Source: an optimization exercise on an open RTL-to-GDS flow (aim: small area, a short achievable clock period and few clock cycles). Production flows keep margins and buffers that such runs may drop.
The RTL of this run was laid out without a check of its function.
No activity file was given, so power comes from the tool's default toggle rates.

--- flow/design.v ---
module JAM (
input CLK,
input RST,
output reg [2:0] W,
output reg [2:0] J,
input [6:0] Cost,
output reg [3:0] MatchCount,
output reg [9:0] MinCost,
output reg Valid );
function [1:0] cmp8;
  input [7:0] p;
  input [7:0] q;
  reg [7:0] x, g;
  reg l;
  integer k;
  begin
    x = p ^ q;
    g = ~p & q;
    l = 1'b0;
    for (k = 0; k < 8; k = k + 1) l = g[k] | (~x[k] & l);
    cmp8 = {l, ~|x};
  end
endfunction
function [1:0] cmp9;
  input [8:0] p;
  input [8:0] q;
  reg [8:0] x, g;
  reg l;
  integer k;
  begin
    x = p ^ q;
    g = ~p & q;
    l = 1'b0;
    for (k = 0; k < 9; k = k + 1) l = g[k] | (~x[k] & l);
    cmp9 = {l, ~|x};
  end
endfunction
function [1:0] cmp10;
  input [9:0] p;
  input [9:0] q;
  reg [9:0] x, g;
  reg l;
  integer k;
  begin
    x = p ^ q;
    g = ~p & q;
    l = 1'b0;
    for (k = 0; k < 10; k = k + 1) l = g[k] | (~x[k] & l);
    cmp10 = {l, ~|x};
  end
endfunction
function [3:0] mul16;
  input [3:0] a;
  input [3:0] b;
  begin
    case ({a, b})
      8'd0: mul16 = 4'd0;
      8'd1: mul16 = 4'd0;
      8'd2: mul16 = 4'd0;
      8'd3: mul16 = 4'd0;
      8'd4: mul16 = 4'd0;
      8'd5: mul16 = 4'd0;
      8'd6: mul16 = 4'd0;
      8'd7: mul16 = 4'd0;
      8'd8: mul16 = 4'd0;
      8'd9: mul16 = 4'd0;
      8'd10: mul16 = 4'd0;
      8'd11: mul16 = 4'd0;
      8'd12: mul16 = 4'd0;
      8'd13: mul16 = 4'd0;
      8'd14: mul16 = 4'd0;
      8'd15: mul16 = 4'd0;
      8'd16: mul16 = 4'd0;
      8'd17: mul16 = 4'd1;
      8'd18: mul16 = 4'd2;
      8'd19: mul16 = 4'd3;
      8'd20: mul16 = 4'd4;
      8'd21: mul16 = 4'd5;
      8'd22: mul16 = 4'd6;
      8'd23: mul16 = 4'd7;
      8'd24: mul16 = 4'd8;
      8'd25: mul16 = 4'd9;
      8'd26: mul16 = 4'd10;
      8'd27: mul16 = 4'd11;
      8'd28: mul16 = 4'd12;
      8'd29: mul16 = 4'd13;
      8'd30: mul16 = 4'd14;
      8'd31: mul16 = 4'd15;
      8'd32: mul16 = 4'd0;
      8'd33: mul16 = 4'd2;
      8'd34: mul16 = 4'd4;
      8'd35: mul16 = 4'd6;
      8'd36: mul16 = 4'd8;
      8'd37: mul16 = 4'd10;
      8'd38: mul16 = 4'd12;
      8'd39: mul16 = 4'd14;
      8'd40: mul16 = 4'd0;
      8'd41: mul16 = 4'd2;
      8'd42: mul16 = 4'd4;
      8'd43: mul16 = 4'd6;
      8'd44: mul16 = 4'd8;
      8'd45: mul16 = 4'd10;
      8'd46: mul16 = 4'd12;
      8'd47: mul16 = 4'd14;
      8'd48: mul16 = 4'd0;
      8'd49: mul16 = 4'd3;
      8'd50: mul16 = 4'd6;
      8'd51: mul16 = 4'd9;
      8'd52: mul16 = 4'd12;
      8'd53: mul16 = 4'd15;
      8'd54: mul16 = 4'd2;
      8'd55: mul16 = 4'd5;
      8'd56: mul16 = 4'd8;
      8'd57: mul16 = 4'd11;
      8'd58: mul16 = 4'd14;
      8'd59: mul16 = 4'd1;
      8'd60: mul16 = 4'd4;
      8'd61: mul16 = 4'd7;
      8'd62: mul16 = 4'd10;
      8'd63: mul16 = 4'd13;
      8'd64: mul16 = 4'd0;
      8'd65: mul16 = 4'd4;
      8'd66: mul16 = 4'd8;
      8'd67: mul16 = 4'd12;
      8'd68: mul16 = 4'd0;
      8'd69: mul16 = 4'd4;
      8'd70: mul16 = 4'd8;
      8'd71: mul16 = 4'd12;
      8'd72: mul16 = 4'd0;
      8'd73: mul16 = 4'd4;
      8'd74: mul16 = 4'd8;
      8'd75: mul16 = 4'd12;
      8'd76: mul16 = 4'd0;
      8'd77: mul16 = 4'd4;
      8'd78: mul16 = 4'd8;
      8'd79: mul16 = 4'd12;
      8'd80: mul16 = 4'd0;
      8'd81: mul16 = 4'd5;
      8'd82: mul16 = 4'd10;
      8'd83: mul16 = 4'd15;
      8'd84: mul16 = 4'd4;
      8'd85: mul16 = 4'd9;
      8'd86: mul16 = 4'd14;
      8'd87: mul16 = 4'd3;
      8'd88: mul16 = 4'd8;
      8'd89: mul16 = 4'd13;
      8'd90: mul16 = 4'd2;
      8'd91: mul16 = 4'd7;
      8'd92: mul16 = 4'd12;
      8'd93: mul16 = 4'd1;
      8'd94: mul16 = 4'd6;
      8'd95: mul16 = 4'd11;
      8'd96: mul16 = 4'd0;
      8'd97: mul16 = 4'd6;
      8'd98: mul16 = 4'd12;
      8'd99: mul16 = 4'd2;
      8'd100: mul16 = 4'd8;
      8'd101: mul16 = 4'd14;
      8'd102: mul16 = 4'd4;
      8'd103: mul16 = 4'd10;
      8'd104: mul16 = 4'd0;
      8'd105: mul16 = 4'd6;
      8'd106: mul16 = 4'd12;
      8'd107: mul16 = 4'd2;
      8'd108: mul16 = 4'd8;
      8'd109: mul16 = 4'd14;
      8'd110: mul16 = 4'd4;
      8'd111: mul16 = 4'd10;
      8'd112: mul16 = 4'd0;
      8'd113: mul16 = 4'd7;
      8'd114: mul16 = 4'd14;
      8'd115: mul16 = 4'd5;
      8'd116: mul16 = 4'd12;
      8'd117: mul16 = 4'd3;
      8'd118: mul16 = 4'd10;
      8'd119: mul16 = 4'd1;
      8'd120: mul16 = 4'd8;
      8'd121: mul16 = 4'd15;
      8'd122: mul16 = 4'd6;
      8'd123: mul16 = 4'd13;
      8'd124: mul16 = 4'd4;
      8'd125: mul16 = 4'd11;
      8'd126: mul16 = 4'd2;
      8'd127: mul16 = 4'd9;
      8'd128: mul16 = 4'd0;
      8'd129: mul16 = 4'd8;
      8'd130: mul16 = 4'd0;
      8'd131: mul16 = 4'd8;
      8'd132: mul16 = 4'd0;
      8'd133: mul16 = 4'd8;
      8'd134: mul16 = 4'd0;
      8'd135: mul16 = 4'd8;
      8'd136: mul16 = 4'd0;
      8'd137: mul16 = 4'd8;
      8'd138: mul16 = 4'd0;
      8'd139: mul16 = 4'd8;
      8'd140: mul16 = 4'd0;
      8'd141: mul16 = 4'd8;
      8'd142: mul16 = 4'd0;
      8'd143: mul16 = 4'd8;
      8'd144: mul16 = 4'd0;
      8'd145: mul16 = 4'd9;
      8'd146: mul16 = 4'd2;
      8'd147: mul16 = 4'd11;
      8'd148: mul16 = 4'd4;
      8'd149: mul16 = 4'd13;
      8'd150: mul16 = 4'd6;
      8'd151: mul16 = 4'd15;
      8'd152: mul16 = 4'd8;
      8'd153: mul16 = 4'd1;
      8'd154: mul16 = 4'd10;
      8'd155: mul16 = 4'd3;
      8'd156: mul16 = 4'd12;
      8'd157: mul16 = 4'd5;
      8'd158: mul16 = 4'd14;
      8'd159: mul16 = 4'd7;
      8'd160: mul16 = 4'd0;
      8'd161: mul16 = 4'd10;
      8'd162: mul16 = 4'd4;
      8'd163: mul16 = 4'd14;
      8'd164: mul16 = 4'd8;
      8'd165: mul16 = 4'd2;
      8'd166: mul16 = 4'd12;
      8'd167: mul16 = 4'd6;
      8'd168: mul16 = 4'd0;
      8'd169: mul16 = 4'd10;
      8'd170: mul16 = 4'd4;
      8'd171: mul16 = 4'd14;
      8'd172: mul16 = 4'd8;
      8'd173: mul16 = 4'd2;
      8'd174: mul16 = 4'd12;
      8'd175: mul16 = 4'd6;
      8'd176: mul16 = 4'd0;
      8'd177: mul16 = 4'd11;
      8'd178: mul16 = 4'd6;
      8'd179: mul16 = 4'd1;
      8'd180: mul16 = 4'd12;
      8'd181: mul16 = 4'd7;
      8'd182: mul16 = 4'd2;
      8'd183: mul16 = 4'd13;
      8'd184: mul16 = 4'd8;
      8'd185: mul16 = 4'd3;
      8'd186: mul16 = 4'd14;
      8'd187: mul16 = 4'd9;
      8'd188: mul16 = 4'd4;
      8'd189: mul16 = 4'd15;
      8'd190: mul16 = 4'd10;
      8'd191: mul16 = 4'd5;
      8'd192: mul16 = 4'd0;
      8'd193: mul16 = 4'd12;
      8'd194: mul16 = 4'd8;
      8'd195: mul16 = 4'd4;
      8'd196: mul16 = 4'd0;
      8'd197: mul16 = 4'd12;
      8'd198: mul16 = 4'd8;
      8'd199: mul16 = 4'd4;
      8'd200: mul16 = 4'd0;
      8'd201: mul16 = 4'd12;
      8'd202: mul16 = 4'd8;
      8'd203: mul16 = 4'd4;
      8'd204: mul16 = 4'd0;
      8'd205: mul16 = 4'd12;
      8'd206: mul16 = 4'd8;
      8'd207: mul16 = 4'd4;
      8'd208: mul16 = 4'd0;
      8'd209: mul16 = 4'd13;
      8'd210: mul16 = 4'd10;
      8'd211: mul16 = 4'd7;
      8'd212: mul16 = 4'd4;
      8'd213: mul16 = 4'd1;
      8'd214: mul16 = 4'd14;
      8'd215: mul16 = 4'd11;
      8'd216: mul16 = 4'd8;
      8'd217: mul16 = 4'd5;
      8'd218: mul16 = 4'd2;
      8'd219: mul16 = 4'd15;
      8'd220: mul16 = 4'd12;
      8'd221: mul16 = 4'd9;
      8'd222: mul16 = 4'd6;
      8'd223: mul16 = 4'd3;
      8'd224: mul16 = 4'd0;
      8'd225: mul16 = 4'd14;
      8'd226: mul16 = 4'd12;
      8'd227: mul16 = 4'd10;
      8'd228: mul16 = 4'd8;
      8'd229: mul16 = 4'd6;
      8'd230: mul16 = 4'd4;
      8'd231: mul16 = 4'd2;
      8'd232: mul16 = 4'd0;
      8'd233: mul16 = 4'd14;
      8'd234: mul16 = 4'd12;
      8'd235: mul16 = 4'd10;
      8'd236: mul16 = 4'd8;
      8'd237: mul16 = 4'd6;
      8'd238: mul16 = 4'd4;
      8'd239: mul16 = 4'd2;
      8'd240: mul16 = 4'd0;
      8'd241: mul16 = 4'd15;
      8'd242: mul16 = 4'd14;
      8'd243: mul16 = 4'd13;
      8'd244: mul16 = 4'd12;
      8'd245: mul16 = 4'd11;
      8'd246: mul16 = 4'd10;
      8'd247: mul16 = 4'd9;
      8'd248: mul16 = 4'd8;
      8'd249: mul16 = 4'd7;
      8'd250: mul16 = 4'd6;
      8'd251: mul16 = 4'd5;
      8'd252: mul16 = 4'd4;
      8'd253: mul16 = 4'd3;
      8'd254: mul16 = 4'd2;
      8'd255: mul16 = 4'd1;
      default: mul16 = 4'd0;
    endcase
  end
endfunction
reg [7:0] cnt;
wire reading = (cnt[7:6] == 2'd0);
always @(posedge CLK or posedge RST)
  if (RST) cnt <= 8'd0;
  else if (cnt != 8'd255) cnt <= cnt + 8'd1;
wire [7:0] cntn = cnt + 8'd1;
reg [2:0] wnext;
always @(*) begin
  case (cntn[5:3])
    3'd0: wnext = 3'd0;
    3'd1: wnext = 3'd4;
    3'd2: wnext = 3'd1;
    3'd3: wnext = 3'd5;
    3'd4: wnext = 3'd2;
    3'd5: wnext = 3'd6;
    3'd6: wnext = 3'd3;
    3'd7: wnext = 3'd7;
    default: wnext = 3'd0;
  endcase
end
reg [2:0] Wi;    
always @(posedge CLK or posedge RST)
  if (RST) Wi <= 3'd0;
  else Wi <= wnext;
always @(posedge CLK) begin
  W <= RST ? 3'd0 : wnext;
  J <= RST ? 3'd0 : cntn[2:0];
end
reg [6:0] R0_0, R0_1, R0_2, R0_3, R0_4, R0_5, R0_6, R0_7;
reg [6:0] R1_0, R1_1, R1_2, R1_3, R1_4, R1_5, R1_6, R1_7;
reg [6:0] R2_0, R2_1, R2_2, R2_3, R2_4, R2_5, R2_6, R2_7;
reg [6:0] R3_0, R3_1, R3_2, R3_3, R3_4, R3_5, R3_6, R3_7;
reg [6:0] R4_0, R4_1, R4_2, R4_3, R4_4, R4_5, R4_6, R4_7;
reg [6:0] R5_0, R5_1, R5_2, R5_3, R5_4, R5_5, R5_6, R5_7;
reg [6:0] R6_0, R6_1, R6_2, R6_3, R6_4, R6_5, R6_6, R6_7;
reg [6:0] R7_0, R7_1, R7_2, R7_3, R7_4, R7_5, R7_6, R7_7;
always @(posedge CLK) begin
  R0_0 <= R0_1;
  R0_1 <= R0_2;
  R0_2 <= R0_3;
  R0_4 <= R0_5;
  R0_5 <= R0_6;
  R0_6 <= R0_7;
  R0_7 <= R0_0;
  R0_3 <= (reading && Wi == 3'd0) ? Cost : R0_4;
  R1_0 <= R1_1;
  R1_1 <= R1_2;
  R1_2 <= R1_3;
  R1_4 <= R1_5;
  R1_5 <= R1_6;
  R1_6 <= R1_7;
  R1_7 <= R1_0;
  R1_3 <= (reading && Wi == 3'd1) ? Cost : R1_4;
  R2_0 <= R2_1;
  R2_1 <= R2_2;
  R2_2 <= R2_3;
  R2_4 <= R2_5;
  R2_5 <= R2_6;
  R2_6 <= R2_7;
  R2_7 <= R2_0;
  R2_3 <= (reading && Wi == 3'd2) ? Cost : R2_4;
  R3_0 <= R3_1;
  R3_1 <= R3_2;
  R3_2 <= R3_3;
  R3_4 <= R3_5;
  R3_5 <= R3_6;
  R3_6 <= R3_7;
  R3_7 <= R3_0;
  R3_3 <= (reading && Wi == 3'd3) ? Cost : R3_4;
  R4_0 <= R4_1;
  R4_1 <= R4_2;
  R4_2 <= R4_3;
  R4_4 <= R4_5;
  R4_5 <= R4_6;
  R4_6 <= R4_7;
  R4_7 <= R4_0;
  R4_3 <= (reading && Wi == 3'd4) ? Cost : R4_4;
  R5_0 <= R5_1;
  R5_1 <= R5_2;
  R5_2 <= R5_3;
  R5_4 <= R5_5;
  R5_5 <= R5_6;
  R5_6 <= R5_7;
  R5_7 <= R5_0;
  R5_3 <= (reading && Wi == 3'd5) ? Cost : R5_4;
  R6_0 <= R6_1;
  R6_1 <= R6_2;
  R6_2 <= R6_3;
  R6_4 <= R6_5;
  R6_5 <= R6_6;
  R6_6 <= R6_7;
  R6_7 <= R6_0;
  R6_3 <= (reading && Wi == 3'd6) ? Cost : R6_4;
  R7_0 <= R7_1;
  R7_1 <= R7_2;
  R7_2 <= R7_3;
  R7_4 <= R7_5;
  R7_5 <= R7_6;
  R7_6 <= R7_7;
  R7_7 <= R7_0;
  R7_3 <= (reading && Wi == 3'd7) ? Cost : R7_4;
end
wire ev0 = (cnt >= 8'd56) && (cnt < 8'd126);
wire last0 = (cnt == 8'd125);
wire first0 = (cnt == 8'd56);
reg [7:1] ev, lst, fst;
always @(posedge CLK or posedge RST)
  if (RST) begin ev <= 7'd0; lst <= 7'd0; fst <= 7'd0; end
  else begin ev <= {ev[6:1], ev0}; lst <= {lst[6:1], last0}; fst <= {fst[6:1], first0}; end
wire [7:0] kn = cntn - 8'd55;
reg [3:0] patn;
always @(*) begin
  case (kn)
    8'd0: patn = 4'd0;
    8'd1: patn = 4'd0;
    8'd2: patn = 4'd0;
    8'd3: patn = 4'd0;
    8'd4: patn = 4'd0;
    8'd5: patn = 4'd0;
    8'd6: patn = 4'd0;
    8'd7: patn = 4'd0;
    8'd8: patn = 4'd1;
    8'd9: patn = 4'd1;
    8'd10: patn = 4'd1;
    8'd11: patn = 4'd1;
    8'd12: patn = 4'd1;
    8'd13: patn = 4'd1;
    8'd14: patn = 4'd1;
    8'd15: patn = 4'd1;
    8'd16: patn = 4'd2;
    8'd17: patn = 4'd2;
    8'd18: patn = 4'd2;
    8'd19: patn = 4'd2;
    8'd20: patn = 4'd2;
    8'd21: patn = 4'd2;
    8'd22: patn = 4'd2;
    8'd23: patn = 4'd2;
    8'd24: patn = 4'd3;
    8'd25: patn = 4'd3;
    8'd26: patn = 4'd3;
    8'd27: patn = 4'd3;
    8'd28: patn = 4'd3;
    8'd29: patn = 4'd3;
    8'd30: patn = 4'd3;
    8'd31: patn = 4'd3;
    8'd32: patn = 4'd4;
    8'd33: patn = 4'd4;
    8'd34: patn = 4'd4;
    8'd35: patn = 4'd4;
    8'd36: patn = 4'd4;
    8'd37: patn = 4'd4;
    8'd38: patn = 4'd4;
    8'd39: patn = 4'd4;
    8'd40: patn = 4'd5;
    8'd41: patn = 4'd5;
    8'd42: patn = 4'd5;
    8'd43: patn = 4'd5;
    8'd44: patn = 4'd5;
    8'd45: patn = 4'd5;
    8'd46: patn = 4'd5;
    8'd47: patn = 4'd5;
    8'd48: patn = 4'd6;
    8'd49: patn = 4'd6;
    8'd50: patn = 4'd6;
    8'd51: patn = 4'd6;
    8'd52: patn = 4'd6;
    8'd53: patn = 4'd6;
    8'd54: patn = 4'd6;
    8'd55: patn = 4'd6;
    8'd56: patn = 4'd7;
    8'd57: patn = 4'd7;
    8'd58: patn = 4'd7;
    8'd59: patn = 4'd7;
    8'd60: patn = 4'd7;
    8'd61: patn = 4'd7;
    8'd62: patn = 4'd7;
    8'd63: patn = 4'd7;
    8'd64: patn = 4'd8;
    8'd65: patn = 4'd8;
    8'd66: patn = 4'd8;
    8'd67: patn = 4'd8;
    8'd68: patn = 4'd9;
    8'd69: patn = 4'd9;
    default: patn = 4'd0;
  endcase
end
reg [3:0] patD0, patD1, patD2, patD3, patD4;
always @(posedge CLK) begin
  patD0 <= patn;
  patD1 <= patD0;
  patD2 <= patD1;
  patD3 <= patD2;
  patD4 <= patD3;
end
wire [6:0] X0_0 = R0_0;
wire [6:0] X1_0 = R1_0;
reg selT1_1_0;
always @(posedge CLK) selT1_1_0 <= patD0 == 4'd0 || patD0 == 4'd2 || patD0 == 4'd3 || patD0 == 4'd4 || patD0 == 4'd7 || patD0 == 4'd8;
reg selT1_2_0;
always @(posedge CLK) selT1_2_0 <= patD0 == 4'd9;
reg selT1_5_0;
always @(posedge CLK) selT1_5_0 <= patD0 == 4'd1 || patD0 == 4'd5 || patD0 == 4'd6;
wire [6:0] X0_1 = ({7{selT1_1_0}} & R0_1) | ({7{selT1_2_0}} & R0_2) | ({7{selT1_5_0}} & R0_5);
wire [6:0] X1_1 = ({7{selT1_1_0}} & R1_1) | ({7{selT1_2_0}} & R1_2) | ({7{selT1_5_0}} & R1_5);
reg selT2_2_0;
always @(posedge CLK) selT2_2_0 <= patD0 == 4'd0 || patD0 == 4'd2 || patD0 == 4'd3 || patD0 == 4'd5 || patD0 == 4'd6;
reg selT2_4_0;
always @(posedge CLK) selT2_4_0 <= patD0 == 4'd1 || patD0 == 4'd4 || patD0 == 4'd7 || patD0 == 4'd8 || patD0 == 4'd9;
wire [6:0] X0_2 = ({7{selT2_2_0}} & R0_2) | ({7{selT2_4_0}} & R0_4);
wire [6:0] X1_2 = ({7{selT2_2_0}} & R1_2) | ({7{selT2_4_0}} & R1_4);
reg selT3_3_0;
always @(posedge CLK) selT3_3_0 <= patD0 == 4'd0 || patD0 == 4'd4 || patD0 == 4'd6;
reg selT3_5_0;
always @(posedge CLK) selT3_5_0 <= patD0 == 4'd2 || patD0 == 4'd8;
reg selT3_6_0;
always @(posedge CLK) selT3_6_0 <= patD0 == 4'd1 || patD0 == 4'd3 || patD0 == 4'd5 || patD0 == 4'd7 || patD0 == 4'd9;
wire [6:0] X0_3 = ({7{selT3_3_0}} & R0_3) | ({7{selT3_5_0}} & R0_5) | ({7{selT3_6_0}} & R0_6);
wire [6:0] X1_3 = ({7{selT3_3_0}} & R1_3) | ({7{selT3_5_0}} & R1_5) | ({7{selT3_6_0}} & R1_6);
wire [6:0] X2_0 = R2_6;
reg selT1_1_2;
always @(posedge CLK) selT1_1_2 <= patD2 == 4'd0 || patD2 == 4'd2 || patD2 == 4'd3 || patD2 == 4'd4 || patD2 == 4'd7 || patD2 == 4'd8;
reg selT1_2_2;
always @(posedge CLK) selT1_2_2 <= patD2 == 4'd9;
reg selT1_5_2;
always @(posedge CLK) selT1_5_2 <= patD2 == 4'd1 || patD2 == 4'd5 || patD2 == 4'd6;
wire [6:0] X2_1 = ({7{selT1_1_2}} & R2_7) | ({7{selT1_2_2}} & R2_0) | ({7{selT1_5_2}} & R2_3);
reg selT2_2_2;
always @(posedge CLK) selT2_2_2 <= patD2 == 4'd0 || patD2 == 4'd2 || patD2 == 4'd3 || patD2 == 4'd5 || patD2 == 4'd6;
reg selT2_4_2;
always @(posedge CLK) selT2_4_2 <= patD2 == 4'd1 || patD2 == 4'd4 || patD2 == 4'd7 || patD2 == 4'd8 || patD2 == 4'd9;
wire [6:0] X2_2 = ({7{selT2_2_2}} & R2_0) | ({7{selT2_4_2}} & R2_2);
reg selT3_3_2;
always @(posedge CLK) selT3_3_2 <= patD2 == 4'd0 || patD2 == 4'd4 || patD2 == 4'd6;
reg selT3_5_2;
always @(posedge CLK) selT3_5_2 <= patD2 == 4'd2 || patD2 == 4'd8;
reg selT3_6_2;
always @(posedge CLK) selT3_6_2 <= patD2 == 4'd1 || patD2 == 4'd3 || patD2 == 4'd5 || patD2 == 4'd7 || patD2 == 4'd9;
wire [6:0] X2_3 = ({7{selT3_3_2}} & R2_1) | ({7{selT3_5_2}} & R2_3) | ({7{selT3_6_2}} & R2_4);
wire [6:0] X3_0 = R3_4;
reg selT1_1_4;
always @(posedge CLK) selT1_1_4 <= patD4 == 4'd0 || patD4 == 4'd2 || patD4 == 4'd3 || patD4 == 4'd4 || patD4 == 4'd7 || patD4 == 4'd8;
reg selT1_2_4;
always @(posedge CLK) selT1_2_4 <= patD4 == 4'd9;
reg selT1_5_4;
always @(posedge CLK) selT1_5_4 <= patD4 == 4'd1 || patD4 == 4'd5 || patD4 == 4'd6;
wire [6:0] X3_1 = ({7{selT1_1_4}} & R3_5) | ({7{selT1_2_4}} & R3_6) | ({7{selT1_5_4}} & R3_1);
reg selT2_2_4;
always @(posedge CLK) selT2_2_4 <= patD4 == 4'd0 || patD4 == 4'd2 || patD4 == 4'd3 || patD4 == 4'd5 || patD4 == 4'd6;
reg selT2_4_4;
always @(posedge CLK) selT2_4_4 <= patD4 == 4'd1 || patD4 == 4'd4 || patD4 == 4'd7 || patD4 == 4'd8 || patD4 == 4'd9;
wire [6:0] X3_2 = ({7{selT2_2_4}} & R3_6) | ({7{selT2_4_4}} & R3_0);
reg selT3_3_4;
always @(posedge CLK) selT3_3_4 <= patD4 == 4'd0 || patD4 == 4'd4 || patD4 == 4'd6;
reg selT3_5_4;
always @(posedge CLK) selT3_5_4 <= patD4 == 4'd2 || patD4 == 4'd8;
reg selT3_6_4;
always @(posedge CLK) selT3_6_4 <= patD4 == 4'd1 || patD4 == 4'd3 || patD4 == 4'd5 || patD4 == 4'd7 || patD4 == 4'd9;
wire [6:0] X3_3 = ({7{selT3_3_4}} & R3_7) | ({7{selT3_5_4}} & R3_1) | ({7{selT3_6_4}} & R3_2);
reg [7:0] TS_01_1, TS_01_2;
reg [7:0] TS_02_1, TS_02_2;
reg [7:0] TS_03_1, TS_03_2;
reg [7:0] TS_12_1, TS_12_2;
reg [7:0] TS_13_1, TS_13_2;
reg [7:0] TS_23_1, TS_23_2;
always @(posedge CLK) begin
  TS_01_1 <= X0_0 + X1_1;
  TS_01_2 <= X0_1 + X1_0;
  TS_02_1 <= X0_0 + X1_2;
  TS_02_2 <= X0_2 + X1_0;
  TS_03_1 <= X0_0 + X1_3;
  TS_03_2 <= X0_3 + X1_0;
  TS_12_1 <= X0_1 + X1_2;
  TS_12_2 <= X0_2 + X1_1;
  TS_13_1 <= X0_1 + X1_3;
  TS_13_2 <= X0_3 + X1_1;
  TS_23_1 <= X0_2 + X1_3;
  TS_23_2 <= X0_3 + X1_2;
end
wire [1:0] TP_01_c = cmp8(TS_01_1, TS_01_2);
reg [7:0] TP_01; reg TP_01_e;
wire [1:0] TP_02_c = cmp8(TS_02_1, TS_02_2);
reg [7:0] TP_02; reg TP_02_e;
wire [1:0] TP_03_c = cmp8(TS_03_1, TS_03_2);
reg [7:0] TP_03; reg TP_03_e;
wire [1:0] TP_12_c = cmp8(TS_12_1, TS_12_2);
reg [7:0] TP_12; reg TP_12_e;
wire [1:0] TP_13_c = cmp8(TS_13_1, TS_13_2);
reg [7:0] TP_13; reg TP_13_e;
wire [1:0] TP_23_c = cmp8(TS_23_1, TS_23_2);
reg [7:0] TP_23; reg TP_23_e;
always @(posedge CLK) begin
  TP_01 <= TP_01_c[1] ? TS_01_1 : TS_01_2;
  TP_01_e <= TP_01_c[0];
  TP_02 <= TP_02_c[1] ? TS_02_1 : TS_02_2;
  TP_02_e <= TP_02_c[0];
  TP_03 <= TP_03_c[1] ? TS_03_1 : TS_03_2;
  TP_03_e <= TP_03_c[0];
  TP_12 <= TP_12_c[1] ? TS_12_1 : TS_12_2;
  TP_12_e <= TP_12_c[0];
  TP_13 <= TP_13_c[1] ? TS_13_1 : TS_13_2;
  TP_13_e <= TP_13_c[0];
  TP_23 <= TP_23_c[1] ? TS_23_1 : TS_23_2;
  TP_23_e <= TP_23_c[0];
end
reg [5:0] TE2, TE3;
always @(posedge CLK) begin
  TE2 <= {TP_23_e, TP_13_e, TP_12_e, TP_03_e, TP_02_e, TP_01_e};
  TE3 <= TE2;
end
reg [8:0] TU3_012_0, TU3_012_1, TU3_012_2;
reg [8:0] TU3_013_0, TU3_013_1, TU3_013_3;
reg [8:0] TU3_023_0, TU3_023_2, TU3_023_3;
reg [8:0] TU3_123_1, TU3_123_2, TU3_123_3;
always @(posedge CLK) begin
  TU3_012_0 <= {1'b0, TP_12} + {2'b0, X2_0};
  TU3_012_1 <= {1'b0, TP_02} + {2'b0, X2_1};
  TU3_012_2 <= {1'b0, TP_01} + {2'b0, X2_2};
  TU3_013_0 <= {1'b0, TP_13} + {2'b0, X2_0};
  TU3_013_1 <= {1'b0, TP_03} + {2'b0, X2_1};
  TU3_013_3 <= {1'b0, TP_01} + {2'b0, X2_3};
  TU3_023_0 <= {1'b0, TP_23} + {2'b0, X2_0};
  TU3_023_2 <= {1'b0, TP_03} + {2'b0, X2_2};
  TU3_023_3 <= {1'b0, TP_02} + {2'b0, X2_3};
  TU3_123_1 <= {1'b0, TP_23} + {2'b0, X2_1};
  TU3_123_2 <= {1'b0, TP_13} + {2'b0, X2_2};
  TU3_123_3 <= {1'b0, TP_12} + {2'b0, X2_3};
end
wire [1:0] TF3_012_c01 = cmp9(TU3_012_0, TU3_012_1);
wire [1:0] TF3_012_c02 = cmp9(TU3_012_0, TU3_012_2);
wire [1:0] TF3_012_c12 = cmp9(TU3_012_1, TU3_012_2);
wire TF3_012_m0 = ~(~TF3_012_c01[1] & ~TF3_012_c01[0]) & ~(~TF3_012_c02[1] & ~TF3_012_c02[0]);
wire TF3_012_m1 = ~TF3_012_c01[1] & ~(~TF3_012_c12[1] & ~TF3_012_c12[0]);
wire TF3_012_m2 = ~TF3_012_c02[1] & ~TF3_012_c12[1];
reg [8:0] TV3_012; reg [2:0] TM3_012;
always @(posedge CLK) begin
  TV3_012 <= ({9{TF3_012_m0}} & TU3_012_0) | ({9{TF3_012_m1}} & TU3_012_1) | ({9{TF3_012_m2}} & TU3_012_2);
  TM3_012 <= {TF3_012_m2, TF3_012_m1, TF3_012_m0};
end
wire [1:0] TF3_013_c01 = cmp9(TU3_013_0, TU3_013_1);
wire [1:0] TF3_013_c02 = cmp9(TU3_013_0, TU3_013_3);
wire [1:0] TF3_013_c12 = cmp9(TU3_013_1, TU3_013_3);
wire TF3_013_m0 = ~(~TF3_013_c01[1] & ~TF3_013_c01[0]) & ~(~TF3_013_c02[1] & ~TF3_013_c02[0]);
wire TF3_013_m1 = ~TF3_013_c01[1] & ~(~TF3_013_c12[1] & ~TF3_013_c12[0]);
wire TF3_013_m2 = ~TF3_013_c02[1] & ~TF3_013_c12[1];
reg [8:0] TV3_013; reg [2:0] TM3_013;
always @(posedge CLK) begin
  TV3_013 <= ({9{TF3_013_m0}} & TU3_013_0) | ({9{TF3_013_m1}} & TU3_013_1) | ({9{TF3_013_m2}} & TU3_013_3);
  TM3_013 <= {TF3_013_m2, TF3_013_m1, TF3_013_m0};
end
wire [1:0] TF3_023_c01 = cmp9(TU3_023_0, TU3_023_2);
wire [1:0] TF3_023_c02 = cmp9(TU3_023_0, TU3_023_3);
wire [1:0] TF3_023_c12 = cmp9(TU3_023_2, TU3_023_3);
wire TF3_023_m0 = ~(~TF3_023_c01[1] & ~TF3_023_c01[0]) & ~(~TF3_023_c02[1] & ~TF3_023_c02[0]);
wire TF3_023_m1 = ~TF3_023_c01[1] & ~(~TF3_023_c12[1] & ~TF3_023_c12[0]);
wire TF3_023_m2 = ~TF3_023_c02[1] & ~TF3_023_c12[1];
reg [8:0] TV3_023; reg [2:0] TM3_023;
always @(posedge CLK) begin
  TV3_023 <= ({9{TF3_023_m0}} & TU3_023_0) | ({9{TF3_023_m1}} & TU3_023_2) | ({9{TF3_023_m2}} & TU3_023_3);
  TM3_023 <= {TF3_023_m2, TF3_023_m1, TF3_023_m0};
end
wire [1:0] TF3_123_c01 = cmp9(TU3_123_1, TU3_123_2);
wire [1:0] TF3_123_c02 = cmp9(TU3_123_1, TU3_123_3);
wire [1:0] TF3_123_c12 = cmp9(TU3_123_2, TU3_123_3);
wire TF3_123_m0 = ~(~TF3_123_c01[1] & ~TF3_123_c01[0]) & ~(~TF3_123_c02[1] & ~TF3_123_c02[0]);
wire TF3_123_m1 = ~TF3_123_c01[1] & ~(~TF3_123_c12[1] & ~TF3_123_c12[0]);
wire TF3_123_m2 = ~TF3_123_c02[1] & ~TF3_123_c12[1];
reg [8:0] TV3_123; reg [2:0] TM3_123;
always @(posedge CLK) begin
  TV3_123 <= ({9{TF3_123_m0}} & TU3_123_1) | ({9{TF3_123_m1}} & TU3_123_2) | ({9{TF3_123_m2}} & TU3_123_3);
  TM3_123 <= {TF3_123_m2, TF3_123_m1, TF3_123_m0};
end
reg [8:0] TU4_0, TU4_1, TU4_2, TU4_3;
reg [2:0] TN3_0, TN3_1, TN3_2, TN3_3;
always @(posedge CLK) begin
  TU4_0 <= TV3_123 + {2'b0, X3_0};    
  TN3_0 <= ({3{TM3_123[0]}} & {1'b0, TE3[5], ~TE3[5]}) + ({3{TM3_123[1]}} & {1'b0, TE3[4], ~TE3[4]}) + ({3{TM3_123[2]}} & {1'b0, TE3[3], ~TE3[3]});
  TU4_1 <= TV3_023 + {2'b0, X3_1};    
  TN3_1 <= ({3{TM3_023[0]}} & {1'b0, TE3[5], ~TE3[5]}) + ({3{TM3_023[1]}} & {1'b0, TE3[2], ~TE3[2]}) + ({3{TM3_023[2]}} & {1'b0, TE3[1], ~TE3[1]});
  TU4_2 <= TV3_013 + {2'b0, X3_2};    
  TN3_2 <= ({3{TM3_013[0]}} & {1'b0, TE3[4], ~TE3[4]}) + ({3{TM3_013[1]}} & {1'b0, TE3[2], ~TE3[2]}) + ({3{TM3_013[2]}} & {1'b0, TE3[0], ~TE3[0]});
  TU4_3 <= TV3_012 + {2'b0, X3_3};    
  TN3_3 <= ({3{TM3_012[0]}} & {1'b0, TE3[3], ~TE3[3]}) + ({3{TM3_012[1]}} & {1'b0, TE3[1], ~TE3[1]}) + ({3{TM3_012[2]}} & {1'b0, TE3[0], ~TE3[0]});
end
wire [1:0] TF4_c01 = cmp9(TU4_0, TU4_1);
wire [1:0] TF4_c02 = cmp9(TU4_0, TU4_2);
wire [1:0] TF4_c03 = cmp9(TU4_0, TU4_3);
wire [1:0] TF4_c12 = cmp9(TU4_1, TU4_2);
wire [1:0] TF4_c13 = cmp9(TU4_1, TU4_3);
wire [1:0] TF4_c23 = cmp9(TU4_2, TU4_3);
wire TF4_m0 = ~(~TF4_c01[1] & ~TF4_c01[0]) & ~(~TF4_c02[1] & ~TF4_c02[0]) & ~(~TF4_c03[1] & ~TF4_c03[0]);
wire TF4_m1 = ~TF4_c01[1] & ~(~TF4_c12[1] & ~TF4_c12[0]) & ~(~TF4_c13[1] & ~TF4_c13[0]);
wire TF4_m2 = ~TF4_c02[1] & ~TF4_c12[1] & ~(~TF4_c23[1] & ~TF4_c23[0]);
wire TF4_m3 = ~TF4_c03[1] & ~TF4_c13[1] & ~TF4_c23[1];
wire [3:0] TN01 = {1'b0, TN3_0} + {1'b0, TN3_1};
wire [3:0] TN23 = {1'b0, TN3_2} + {1'b0, TN3_3};
reg [8:0] TV4; reg [3:0] TCA, TCB;    
always @(posedge CLK) begin
  TV4 <= ({9{TF4_m0}} & TU4_0) | ({9{TF4_m1}} & TU4_1) | ({9{TF4_m2}} & TU4_2) | ({9{TF4_m3}} & TU4_3);
  TCA <= (TF4_m0 & TF4_m1) ? TN01 : TF4_m0 ? {1'b0, TN3_0} : TF4_m1 ? {1'b0, TN3_1} : 4'd0;
  TCB <= (TF4_m2 & TF4_m3) ? TN23 : TF4_m2 ? {1'b0, TN3_2} : TF4_m3 ? {1'b0, TN3_3} : 4'd0;
end
reg selB0_2_0;
always @(posedge CLK) selB0_2_0 <= patD0 == 4'd1 || patD0 == 4'd4 || patD0 == 4'd7 || patD0 == 4'd8;
reg selB0_4_0;
always @(posedge CLK) selB0_4_0 <= patD0 == 4'd0 || patD0 == 4'd2 || patD0 == 4'd3 || patD0 == 4'd5 || patD0 == 4'd6;
reg selB0_5_0;
always @(posedge CLK) selB0_5_0 <= patD0 == 4'd9;
wire [6:0] X4_0 = ({7{selB0_2_0}} & R4_2) | ({7{selB0_4_0}} & R4_4) | ({7{selB0_5_0}} & R4_5);
wire [6:0] X5_0 = ({7{selB0_2_0}} & R5_2) | ({7{selB0_4_0}} & R5_4) | ({7{selB0_5_0}} & R5_5);
reg selB1_1_0;
always @(posedge CLK) selB1_1_0 <= patD0 == 4'd1 || patD0 == 4'd5 || patD0 == 4'd6 || patD0 == 4'd9;
reg selB1_3_0;
always @(posedge CLK) selB1_3_0 <= patD0 == 4'd2 || patD0 == 4'd8;
reg selB1_5_0;
always @(posedge CLK) selB1_5_0 <= patD0 == 4'd0 || patD0 == 4'd3 || patD0 == 4'd4 || patD0 == 4'd7;
wire [6:0] X4_1 = ({7{selB1_1_0}} & R4_1) | ({7{selB1_3_0}} & R4_3) | ({7{selB1_5_0}} & R4_5);
wire [6:0] X5_1 = ({7{selB1_1_0}} & R5_1) | ({7{selB1_3_0}} & R5_3) | ({7{selB1_5_0}} & R5_5);
wire [6:0] X4_2 = R4_7;
wire [6:0] X5_2 = R5_7;
reg selB3_3_0;
always @(posedge CLK) selB3_3_0 <= patD0 == 4'd1 || patD0 == 4'd3 || patD0 == 4'd5 || patD0 == 4'd7 || patD0 == 4'd9;
reg selB3_6_0;
always @(posedge CLK) selB3_6_0 <= patD0 == 4'd0 || patD0 == 4'd2 || patD0 == 4'd4 || patD0 == 4'd6 || patD0 == 4'd8;
wire [6:0] X4_3 = ({7{selB3_3_0}} & R4_3) | ({7{selB3_6_0}} & R4_6);
wire [6:0] X5_3 = ({7{selB3_3_0}} & R5_3) | ({7{selB3_6_0}} & R5_6);
reg selB0_2_2;
always @(posedge CLK) selB0_2_2 <= patD2 == 4'd1 || patD2 == 4'd4 || patD2 == 4'd7 || patD2 == 4'd8;
reg selB0_4_2;
always @(posedge CLK) selB0_4_2 <= patD2 == 4'd0 || patD2 == 4'd2 || patD2 == 4'd3 || patD2 == 4'd5 || patD2 == 4'd6;
reg selB0_5_2;
always @(posedge CLK) selB0_5_2 <= patD2 == 4'd9;
wire [6:0] X6_0 = ({7{selB0_2_2}} & R6_0) | ({7{selB0_4_2}} & R6_2) | ({7{selB0_5_2}} & R6_3);
reg selB1_1_2;
always @(posedge CLK) selB1_1_2 <= patD2 == 4'd1 || patD2 == 4'd5 || patD2 == 4'd6 || patD2 == 4'd9;
reg selB1_3_2;
always @(posedge CLK) selB1_3_2 <= patD2 == 4'd2 || patD2 == 4'd8;
reg selB1_5_2;
always @(posedge CLK) selB1_5_2 <= patD2 == 4'd0 || patD2 == 4'd3 || patD2 == 4'd4 || patD2 == 4'd7;
wire [6:0] X6_1 = ({7{selB1_1_2}} & R6_7) | ({7{selB1_3_2}} & R6_1) | ({7{selB1_5_2}} & R6_3);
wire [6:0] X6_2 = R6_5;
reg selB3_3_2;
always @(posedge CLK) selB3_3_2 <= patD2 == 4'd1 || patD2 == 4'd3 || patD2 == 4'd5 || patD2 == 4'd7 || patD2 == 4'd9;
reg selB3_6_2;
always @(posedge CLK) selB3_6_2 <= patD2 == 4'd0 || patD2 == 4'd2 || patD2 == 4'd4 || patD2 == 4'd6 || patD2 == 4'd8;
wire [6:0] X6_3 = ({7{selB3_3_2}} & R6_1) | ({7{selB3_6_2}} & R6_4);
reg selB0_2_4;
always @(posedge CLK) selB0_2_4 <= patD4 == 4'd1 || patD4 == 4'd4 || patD4 == 4'd7 || patD4 == 4'd8;
reg selB0_4_4;
always @(posedge CLK) selB0_4_4 <= patD4 == 4'd0 || patD4 == 4'd2 || patD4 == 4'd3 || patD4 == 4'd5 || patD4 == 4'd6;
reg selB0_5_4;
always @(posedge CLK) selB0_5_4 <= patD4 == 4'd9;
wire [6:0] X7_0 = ({7{selB0_2_4}} & R7_6) | ({7{selB0_4_4}} & R7_0) | ({7{selB0_5_4}} & R7_1);
reg selB1_1_4;
always @(posedge CLK) selB1_1_4 <= patD4 == 4'd1 || patD4 == 4'd5 || patD4 == 4'd6 || patD4 == 4'd9;
reg selB1_3_4;
always @(posedge CLK) selB1_3_4 <= patD4 == 4'd2 || patD4 == 4'd8;
reg selB1_5_4;
always @(posedge CLK) selB1_5_4 <= patD4 == 4'd0 || patD4 == 4'd3 || patD4 == 4'd4 || patD4 == 4'd7;
wire [6:0] X7_1 = ({7{selB1_1_4}} & R7_5) | ({7{selB1_3_4}} & R7_7) | ({7{selB1_5_4}} & R7_1);
wire [6:0] X7_2 = R7_3;
reg selB3_3_4;
always @(posedge CLK) selB3_3_4 <= patD4 == 4'd1 || patD4 == 4'd3 || patD4 == 4'd5 || patD4 == 4'd7 || patD4 == 4'd9;
reg selB3_6_4;
always @(posedge CLK) selB3_6_4 <= patD4 == 4'd0 || patD4 == 4'd2 || patD4 == 4'd4 || patD4 == 4'd6 || patD4 == 4'd8;
wire [6:0] X7_3 = ({7{selB3_3_4}} & R7_7) | ({7{selB3_6_4}} & R7_2);
reg [7:0] BS_01_1, BS_01_2;
reg [7:0] BS_02_1, BS_02_2;
reg [7:0] BS_03_1, BS_03_2;
reg [7:0] BS_12_1, BS_12_2;
reg [7:0] BS_13_1, BS_13_2;
reg [7:0] BS_23_1, BS_23_2;
always @(posedge CLK) begin
  BS_01_1 <= X4_0 + X5_1;
  BS_01_2 <= X4_1 + X5_0;
  BS_02_1 <= X4_0 + X5_2;
  BS_02_2 <= X4_2 + X5_0;
  BS_03_1 <= X4_0 + X5_3;
  BS_03_2 <= X4_3 + X5_0;
  BS_12_1 <= X4_1 + X5_2;
  BS_12_2 <= X4_2 + X5_1;
  BS_13_1 <= X4_1 + X5_3;
  BS_13_2 <= X4_3 + X5_1;
  BS_23_1 <= X4_2 + X5_3;
  BS_23_2 <= X4_3 + X5_2;
end
wire [1:0] BP_01_c = cmp8(BS_01_1, BS_01_2);
reg [7:0] BP_01; reg BP_01_e;
wire [1:0] BP_02_c = cmp8(BS_02_1, BS_02_2);
reg [7:0] BP_02; reg BP_02_e;
wire [1:0] BP_03_c = cmp8(BS_03_1, BS_03_2);
reg [7:0] BP_03; reg BP_03_e;
wire [1:0] BP_12_c = cmp8(BS_12_1, BS_12_2);
reg [7:0] BP_12; reg BP_12_e;
wire [1:0] BP_13_c = cmp8(BS_13_1, BS_13_2);
reg [7:0] BP_13; reg BP_13_e;
wire [1:0] BP_23_c = cmp8(BS_23_1, BS_23_2);
reg [7:0] BP_23; reg BP_23_e;
always @(posedge CLK) begin
  BP_01 <= BP_01_c[1] ? BS_01_1 : BS_01_2;
  BP_01_e <= BP_01_c[0];
  BP_02 <= BP_02_c[1] ? BS_02_1 : BS_02_2;
  BP_02_e <= BP_02_c[0];
  BP_03 <= BP_03_c[1] ? BS_03_1 : BS_03_2;
  BP_03_e <= BP_03_c[0];
  BP_12 <= BP_12_c[1] ? BS_12_1 : BS_12_2;
  BP_12_e <= BP_12_c[0];
  BP_13 <= BP_13_c[1] ? BS_13_1 : BS_13_2;
  BP_13_e <= BP_13_c[0];
  BP_23 <= BP_23_c[1] ? BS_23_1 : BS_23_2;
  BP_23_e <= BP_23_c[0];
end
reg [5:0] BE2, BE3;
always @(posedge CLK) begin
  BE2 <= {BP_23_e, BP_13_e, BP_12_e, BP_03_e, BP_02_e, BP_01_e};
  BE3 <= BE2;
end
reg [8:0] BU3_012_0, BU3_012_1, BU3_012_2;
reg [8:0] BU3_013_0, BU3_013_1, BU3_013_3;
reg [8:0] BU3_023_0, BU3_023_2, BU3_023_3;
reg [8:0] BU3_123_1, BU3_123_2, BU3_123_3;
always @(posedge CLK) begin
  BU3_012_0 <= {1'b0, BP_12} + {2'b0, X6_0};
  BU3_012_1 <= {1'b0, BP_02} + {2'b0, X6_1};
  BU3_012_2 <= {1'b0, BP_01} + {2'b0, X6_2};
  BU3_013_0 <= {1'b0, BP_13} + {2'b0, X6_0};
  BU3_013_1 <= {1'b0, BP_03} + {2'b0, X6_1};
  BU3_013_3 <= {1'b0, BP_01} + {2'b0, X6_3};
  BU3_023_0 <= {1'b0, BP_23} + {2'b0, X6_0};
  BU3_023_2 <= {1'b0, BP_03} + {2'b0, X6_2};
  BU3_023_3 <= {1'b0, BP_02} + {2'b0, X6_3};
  BU3_123_1 <= {1'b0, BP_23} + {2'b0, X6_1};
  BU3_123_2 <= {1'b0, BP_13} + {2'b0, X6_2};
  BU3_123_3 <= {1'b0, BP_12} + {2'b0, X6_3};
end
wire [1:0] BF3_012_c01 = cmp9(BU3_012_0, BU3_012_1);
wire [1:0] BF3_012_c02 = cmp9(BU3_012_0, BU3_012_2);
wire [1:0] BF3_012_c12 = cmp9(BU3_012_1, BU3_012_2);
wire BF3_012_m0 = ~(~BF3_012_c01[1] & ~BF3_012_c01[0]) & ~(~BF3_012_c02[1] & ~BF3_012_c02[0]);
wire BF3_012_m1 = ~BF3_012_c01[1] & ~(~BF3_012_c12[1] & ~BF3_012_c12[0]);
wire BF3_012_m2 = ~BF3_012_c02[1] & ~BF3_012_c12[1];
reg [8:0] BV3_012; reg [2:0] BM3_012;
always @(posedge CLK) begin
  BV3_012 <= ({9{BF3_012_m0}} & BU3_012_0) | ({9{BF3_012_m1}} & BU3_012_1) | ({9{BF3_012_m2}} & BU3_012_2);
  BM3_012 <= {BF3_012_m2, BF3_012_m1, BF3_012_m0};
end
wire [1:0] BF3_013_c01 = cmp9(BU3_013_0, BU3_013_1);
wire [1:0] BF3_013_c02 = cmp9(BU3_013_0, BU3_013_3);
wire [1:0] BF3_013_c12 = cmp9(BU3_013_1, BU3_013_3);
wire BF3_013_m0 = ~(~BF3_013_c01[1] & ~BF3_013_c01[0]) & ~(~BF3_013_c02[1] & ~BF3_013_c02[0]);
wire BF3_013_m1 = ~BF3_013_c01[1] & ~(~BF3_013_c12[1] & ~BF3_013_c12[0]);
wire BF3_013_m2 = ~BF3_013_c02[1] & ~BF3_013_c12[1];
reg [8:0] BV3_013; reg [2:0] BM3_013;
always @(posedge CLK) begin
  BV3_013 <= ({9{BF3_013_m0}} & BU3_013_0) | ({9{BF3_013_m1}} & BU3_013_1) | ({9{BF3_013_m2}} & BU3_013_3);
  BM3_013 <= {BF3_013_m2, BF3_013_m1, BF3_013_m0};
end
wire [1:0] BF3_023_c01 = cmp9(BU3_023_0, BU3_023_2);
wire [1:0] BF3_023_c02 = cmp9(BU3_023_0, BU3_023_3);
wire [1:0] BF3_023_c12 = cmp9(BU3_023_2, BU3_023_3);
wire BF3_023_m0 = ~(~BF3_023_c01[1] & ~BF3_023_c01[0]) & ~(~BF3_023_c02[1] & ~BF3_023_c02[0]);
wire BF3_023_m1 = ~BF3_023_c01[1] & ~(~BF3_023_c12[1] & ~BF3_023_c12[0]);
wire BF3_023_m2 = ~BF3_023_c02[1] & ~BF3_023_c12[1];
reg [8:0] BV3_023; reg [2:0] BM3_023;
always @(posedge CLK) begin
  BV3_023 <= ({9{BF3_023_m0}} & BU3_023_0) | ({9{BF3_023_m1}} & BU3_023_2) | ({9{BF3_023_m2}} & BU3_023_3);
  BM3_023 <= {BF3_023_m2, BF3_023_m1, BF3_023_m0};
end
wire [1:0] BF3_123_c01 = cmp9(BU3_123_1, BU3_123_2);
wire [1:0] BF3_123_c02 = cmp9(BU3_123_1, BU3_123_3);
wire [1:0] BF3_123_c12 = cmp9(BU3_123_2, BU3_123_3);
wire BF3_123_m0 = ~(~BF3_123_c01[1] & ~BF3_123_c01[0]) & ~(~BF3_123_c02[1] & ~BF3_123_c02[0]);
wire BF3_123_m1 = ~BF3_123_c01[1] & ~(~BF3_123_c12[1] & ~BF3_123_c12[0]);
wire BF3_123_m2 = ~BF3_123_c02[1] & ~BF3_123_c12[1];
reg [8:0] BV3_123; reg [2:0] BM3_123;
always @(posedge CLK) begin
  BV3_123 <= ({9{BF3_123_m0}} & BU3_123_1) | ({9{BF3_123_m1}} & BU3_123_2) | ({9{BF3_123_m2}} & BU3_123_3);
  BM3_123 <= {BF3_123_m2, BF3_123_m1, BF3_123_m0};
end
reg [8:0] BU4_0, BU4_1, BU4_2, BU4_3;
reg [2:0] BN3_0, BN3_1, BN3_2, BN3_3;
always @(posedge CLK) begin
  BU4_0 <= BV3_123 + {2'b0, X7_0};    
  BN3_0 <= ({3{BM3_123[0]}} & {1'b0, BE3[5], ~BE3[5]}) + ({3{BM3_123[1]}} & {1'b0, BE3[4], ~BE3[4]}) + ({3{BM3_123[2]}} & {1'b0, BE3[3], ~BE3[3]});
  BU4_1 <= BV3_023 + {2'b0, X7_1};    
  BN3_1 <= ({3{BM3_023[0]}} & {1'b0, BE3[5], ~BE3[5]}) + ({3{BM3_023[1]}} & {1'b0, BE3[2], ~BE3[2]}) + ({3{BM3_023[2]}} & {1'b0, BE3[1], ~BE3[1]});
  BU4_2 <= BV3_013 + {2'b0, X7_2};    
  BN3_2 <= ({3{BM3_013[0]}} & {1'b0, BE3[4], ~BE3[4]}) + ({3{BM3_013[1]}} & {1'b0, BE3[2], ~BE3[2]}) + ({3{BM3_013[2]}} & {1'b0, BE3[0], ~BE3[0]});
  BU4_3 <= BV3_012 + {2'b0, X7_3};    
  BN3_3 <= ({3{BM3_012[0]}} & {1'b0, BE3[3], ~BE3[3]}) + ({3{BM3_012[1]}} & {1'b0, BE3[1], ~BE3[1]}) + ({3{BM3_012[2]}} & {1'b0, BE3[0], ~BE3[0]});
end
wire [1:0] BF4_c01 = cmp9(BU4_0, BU4_1);
wire [1:0] BF4_c02 = cmp9(BU4_0, BU4_2);
wire [1:0] BF4_c03 = cmp9(BU4_0, BU4_3);
wire [1:0] BF4_c12 = cmp9(BU4_1, BU4_2);
wire [1:0] BF4_c13 = cmp9(BU4_1, BU4_3);
wire [1:0] BF4_c23 = cmp9(BU4_2, BU4_3);
wire BF4_m0 = ~(~BF4_c01[1] & ~BF4_c01[0]) & ~(~BF4_c02[1] & ~BF4_c02[0]) & ~(~BF4_c03[1] & ~BF4_c03[0]);
wire BF4_m1 = ~BF4_c01[1] & ~(~BF4_c12[1] & ~BF4_c12[0]) & ~(~BF4_c13[1] & ~BF4_c13[0]);
wire BF4_m2 = ~BF4_c02[1] & ~BF4_c12[1] & ~(~BF4_c23[1] & ~BF4_c23[0]);
wire BF4_m3 = ~BF4_c03[1] & ~BF4_c13[1] & ~BF4_c23[1];
wire [3:0] BN01 = {1'b0, BN3_0} + {1'b0, BN3_1};
wire [3:0] BN23 = {1'b0, BN3_2} + {1'b0, BN3_3};
reg [8:0] BV4; reg [3:0] BCA, BCB;    
always @(posedge CLK) begin
  BV4 <= ({9{BF4_m0}} & BU4_0) | ({9{BF4_m1}} & BU4_1) | ({9{BF4_m2}} & BU4_2) | ({9{BF4_m3}} & BU4_3);
  BCA <= (BF4_m0 & BF4_m1) ? BN01 : BF4_m0 ? {1'b0, BN3_0} : BF4_m1 ? {1'b0, BN3_1} : 4'd0;
  BCB <= (BF4_m2 & BF4_m3) ? BN23 : BF4_m2 ? {1'b0, BN3_2} : BF4_m3 ? {1'b0, BN3_3} : 4'd0;
end
wire [3:0] Fn = TCA + TCB;
wire [3:0] Gn = BCA + BCB;
reg [9:0] tot; reg [3:0] totn;
always @(posedge CLK) begin
  tot <= {1'b0, TV4} + {1'b0, BV4};
  totn <= mul16(Fn, Gn);
end
reg [9:0] mc; reg [3:0] mn;
wire [1:0] tc = cmp10(tot, mc);
wire ld = fst[7] || (ev[7] && tc[1]);
wire acc = ev[7] && tc[0];
wire [9:0] mc_n = ld ? tot : mc;
wire [3:0] mn_n = ld ? totn : acc ? mn + totn : mn;
always @(posedge CLK) begin
  mc <= mc_n; mn <= mn_n;
  if (ld) MinCost <= tot;
  if (ld) MatchCount <= totn; else if (acc) MatchCount <= MatchCount + totn;
  Valid <= RST ? 1'b0 : (Valid | lst[7]);
end
endmodule
--- flow/run.sh ---
#!/bin/bash
# synth_recipe.tcl (not shown) runs the flow's synth.tcl, then flattens the netlist and writes it again
# the make line also repeats each setting of config.mk as NAME=value (left out here)
make -C /OpenROAD-flow-scripts/flow DESIGN_CONFIG=/design/flow/config.mk WORK_HOME=/design/flow/orfs CLKGATE_MAP_FILE= SYNTH_SCRIPT=/design/flow/synth_recipe.tcl finish
--- flow/config.mk ---
export PLATFORM = sky130hd
export DESIGN_NAME = JAM
export DESIGN_NICKNAME = JAM
export VERILOG_FILES = /design/flow/design.v
export SDC_FILE = /design/flow/constraint.sdc
export NUM_CORES = 4
export LEC_CHECK = 0
export CAP_MARGIN = 20
export CORE_MARGIN = 2
export CORE_UTILIZATION = 40
export SETUP_SLACK_MARGIN = 2.5
export SLEW_MARGIN = 20
export TNS_END_PERCENT = 100
--- flow/constraint.sdc ---
create_clock -name core_clock -period 5.0 [get_ports {CLK}]
set_input_delay 1.0000 -clock core_clock [delete_from_list [all_inputs] [get_ports {CLK}]]
set_output_delay 1.0000 -clock core_clock [all_outputs]
set_load 0.01 [all_outputs]
==> out/metrics.yaml <==
clk_latency_ns: 0.78
postCtsHoldBufs: 0
finalNonFillerCells: 8088
slew_viol_final: 0
coreArea_um2: 149800
setup_viol: 0
synthDistinctLibCells: 81
root_buffer: "clkbuf_16"
leakage_nw: 33.00
p_int_mw: 27.84
dpl.hpwl_um: 125000
setup_slack_ns: 2.339
synthCells: 5638
dr.pass1.iters: 7
vias: 42104
p_comb_share_pct: 41.3
cp-start-kind: "register"
clkSinkCount: 1337
grt_busiest_layer: "met2"
worst-endpoint-required_ns: 5.70
fp.dieH_um: 392.5
cts_buffer_depth: 3
syn_to_final_growth_pct: 19.15
top_regs: "mc x10, tot x10"
grt_first_pass_wirelength_um: 246100
arrival_ns: 3.36
finalInstanceArea_um2: 71930
wl_per_cell_um: 20.48
fmax_mhz: 375.8
grt_use_met2_pct: 34.08
overflow: 0
grt_pass1_vias: 41586
yosysWarnings: 1
layout-drive-gt1-share_pct: 18.15
numCtsBuffers: 141
num_io_pins: 30
core.rowCount: 142
status: "finished clean"
maxCapViolCount: 0
n_fill_cell: 13439
antenna_left: 0
final_hold_viol_count: 0
crit_fanout: 8
syn-num-nets: 6610
async_flop_share_pct: 2.393
drt_iter0_drc: 2877
syn_area_per_cell_um2: 10.71
crit_chain: "buf_12 -> a222oi_1 -> inv_1 -> buf_4 -> buf_6 -> ha_4 -> inv_2 -> fa_2 -> inv_1 -> a21oi_2 -> o21bai_1 -> a21o_1 -> a21oi_2 -> xnor2_1"
viasPerCell: 5.206
clock_power_share_pct: 24.3
dp_slack_ns: 1.714
drt_wl_total_um: 165600
synth_edf_count: 14
swShare_pct: 37.56
drc_errors: 0
switching_power_mw: 16.75
vdd_drop_max_mv: 0.2958
relSlewSlack_pct: 22.08
path_clk_slew_ns: 0.06
grt_setup_unrepaired: "true"
grt_max_degree: 33
h-tree-depth: 4
die_w_um: 392.5
hold_path_class: "register to register"
crit_type: "register to register"
p_per_area_nw_per_um2: 619.9
grt_use_total_pct: 20.99
seqPwrFrac_pct: 34.4
dieArea_um2: 154000
start_util_pct: 40.31
fin_nets: 6927
post-route-period-util_pct: 53.23
numPortBuffers: 29
setup_total_negative_slack_ns: 0
antenna_found_initial: 18
seq_area_frac_synth_pct: 44.83
place_inst: 7608
crit_path_top_delay_cell: "a222oi_1"
max_stage_delay_ns: 0.50
tightest_slew_ns: 1.165
syn_area_um2: 60370
use_met1_pct: 28.17
ys_ff_latch: 1337
place_congestion: 0.9201
min_period_ns: 2.661
cp-end-kind: "register"
grtUsageMet3_pct: 3.371
fin_worst_skew_ns: 0.03409
placed_area_um2: 62940
synth_ff_type: "dfxtp_1"
cts_tree: "yes"
## metrics by stage
stage | power (mW) | hold WS, ns | util [%]
final | 44.59 | 0.3209 | 48.02
after global routing | 47.50 | 0.3174 | 48.02
after CTS | 43.05 | 0.3229 | 46.36
after detailed placement | 31.01 | 0.3121 | 42.02
after global placement | 30.81 | 0.3101 | 42.02
after floorplan | 26.02 | 0.3096 | -
## what timing repair did
action	in CTS	in global routing
endpoints found under the setup margin	323	216
gates cloned	2	5
pin swaps	94	241
resized for setup	299	371
buffers inserted	96	117
## routing by layer
layer | routed length, um | vias to the layer above
met1 | 76190 | 20054
li1 | - | 20556
met5 | 0 | -
met4 | 5838 | 0
met3 | 8257 | 340
met2 | 75320 | 1154
## worst paths after layout
check / to / slack, ns / cells past startpoint / start
setup / recovery: BS_03_1[6] / 2.34 / 14 / selT1_2_0
hold / removal: R1_6[2] / 0.32 / 0 / R1_7[2]
setup reg to reg: BS_03_1[6] / 2.34 / 14 / selT1_2_0
hold reg to reg: R1_6[2] / 0.32 / 0 / R1_7[2]
max in group asynchronous: cnt[0] / 3.86 / 3 / RST
min in group asynchronous: cnt[5] / 0.81 / 3 / RST
## logic make-up (layout without fill, tap and decap cells)
group | after synthesis | after routing | share of synthesized area [%]
other cells | 0 | 2 | 0
compound gates | 1300 | 1302 | 14.80
mux | 166 | 166 | 3.051
flops | 1337 | 1337 | 44.83
xor+xnor | 368 | 368 | 5.364
simple gates | 749 | 753 | 6.268
buf+inv | 755 | 1181 | 4.734
fa+ha+maj | 963 | 963 | 20.95
## cells in the mapped netlist (all sizes together), types with 100 or more instances
cell / instances / share of area, %
xor2: 104 / 1.5
xnor2: 264 / 3.8
nand2: 250 / 1.6
mux2: 144 / 2.7
o21ai: 201 / 1.7
dfxtp: 1291 / 43
nor2: 120 / 0.75
ha: 883 / 18
a21oi: 371 / 3.1
inv: 674 / 4.2
nor2b: 108 / 1.1
a21o: 179 / 2.2
a222oi: 121 / 2.0
o21bai: 100 / 1.2
## layout make-up
class,count,area (um^2),share of cell area [%]
Antenna cell,2,5.005,0.006958
Clock buffer,194,3990,5.547
Clock inverter,64,884.6,1.230
Inverter,674,2540,3.531
Multi-Input combinational cell,3552,32630,45.37
Sequential cell,1337,27250,37.88
Tap cell,2016,2522,3.507
Timing Repair Buffer,249,2105,2.926
## power groups by stage
stage,combinational (mW),sequential (mW),clock (mW)
after floorplan,11.6,14.4,0
after global placement,15.3,15.5,0
after detailed placement,15.5,15.5,0
after CTS,16.7,15.3,11.0
after global routing,20.5,15.6,11.5
final,18.4,15.3,10.8
## layout by cell type, fill, tap and decap left out, drive strengths merged, types with 17 or more instances in the layout
cell / n
o21bai: 100
xnor2: 264
dfxtp: 1291
dfrtp: 32
and3: 17
a211o: 18
o21a: 48
mux2: 144
a21o: 179
inv: 687
a22o: 56
nor4: 18
o221ai: 71
a21oi: 371
nor3: 38
mux2i: 22
buf: 219
nand4: 68
fa: 80
nand2b: 46
o21ai: 201
xor2: 104
a211oi: 21
ha: 883
o211ai: 18
nand2: 250
clkbuf: 202
nand3: 34
clkinv: 27
nor2: 120
nor2b: 108
a222oi: 121
## critical path, delay by kind of cell (launching register included)
| family | cells | cell delay, ns |
|---|---|---|
| xor+xnor | 1 | 0.12 |
| buf+inv | 6 | 0.68 |
| fa+ha+maj | 2 | 0.36 |
| compound gates | 5 | 1.04 |
| flops | 1 | 0.36 |

[separate check: timing with driven ports]
In the flow no input, the clock included, has a driving cell. The finished layout below was timed again as built, in two steps. Step 1 (the two cells are an assumption about what drives the block):
set clk [get_ports {CLK}]
set_driving_cell -lib_cell sky130_fd_sc_hd__clkbuf_16 $clk
set_driving_cell -lib_cell sky130_fd_sc_hd__buf_2 [delete_from_list [all_inputs] $clk]
Step 2 times the ports against the registers' clock, not the clock port: input delays grow and output delays shrink by t, the midpoint of the rising clock arrivals with the driver on. a / b / c = ideal ports / drivers / drivers and shift; a / b = the first two.
t (ns): 0.845
slack for setup (ns): 2.339 / 2.339 / 2.225
hold slack, ns: 0.321 / 0.321 / 0.321
clock arrival spread, ns: 0.040 / 0.039
slew at the worst register clock pin (ns): 0.07 / 0.07
After both steps this run still meets setup and hold. For this run, drivers alone change the setup slack by 0.000 ns; drivers and shift together by -0.114 ns.
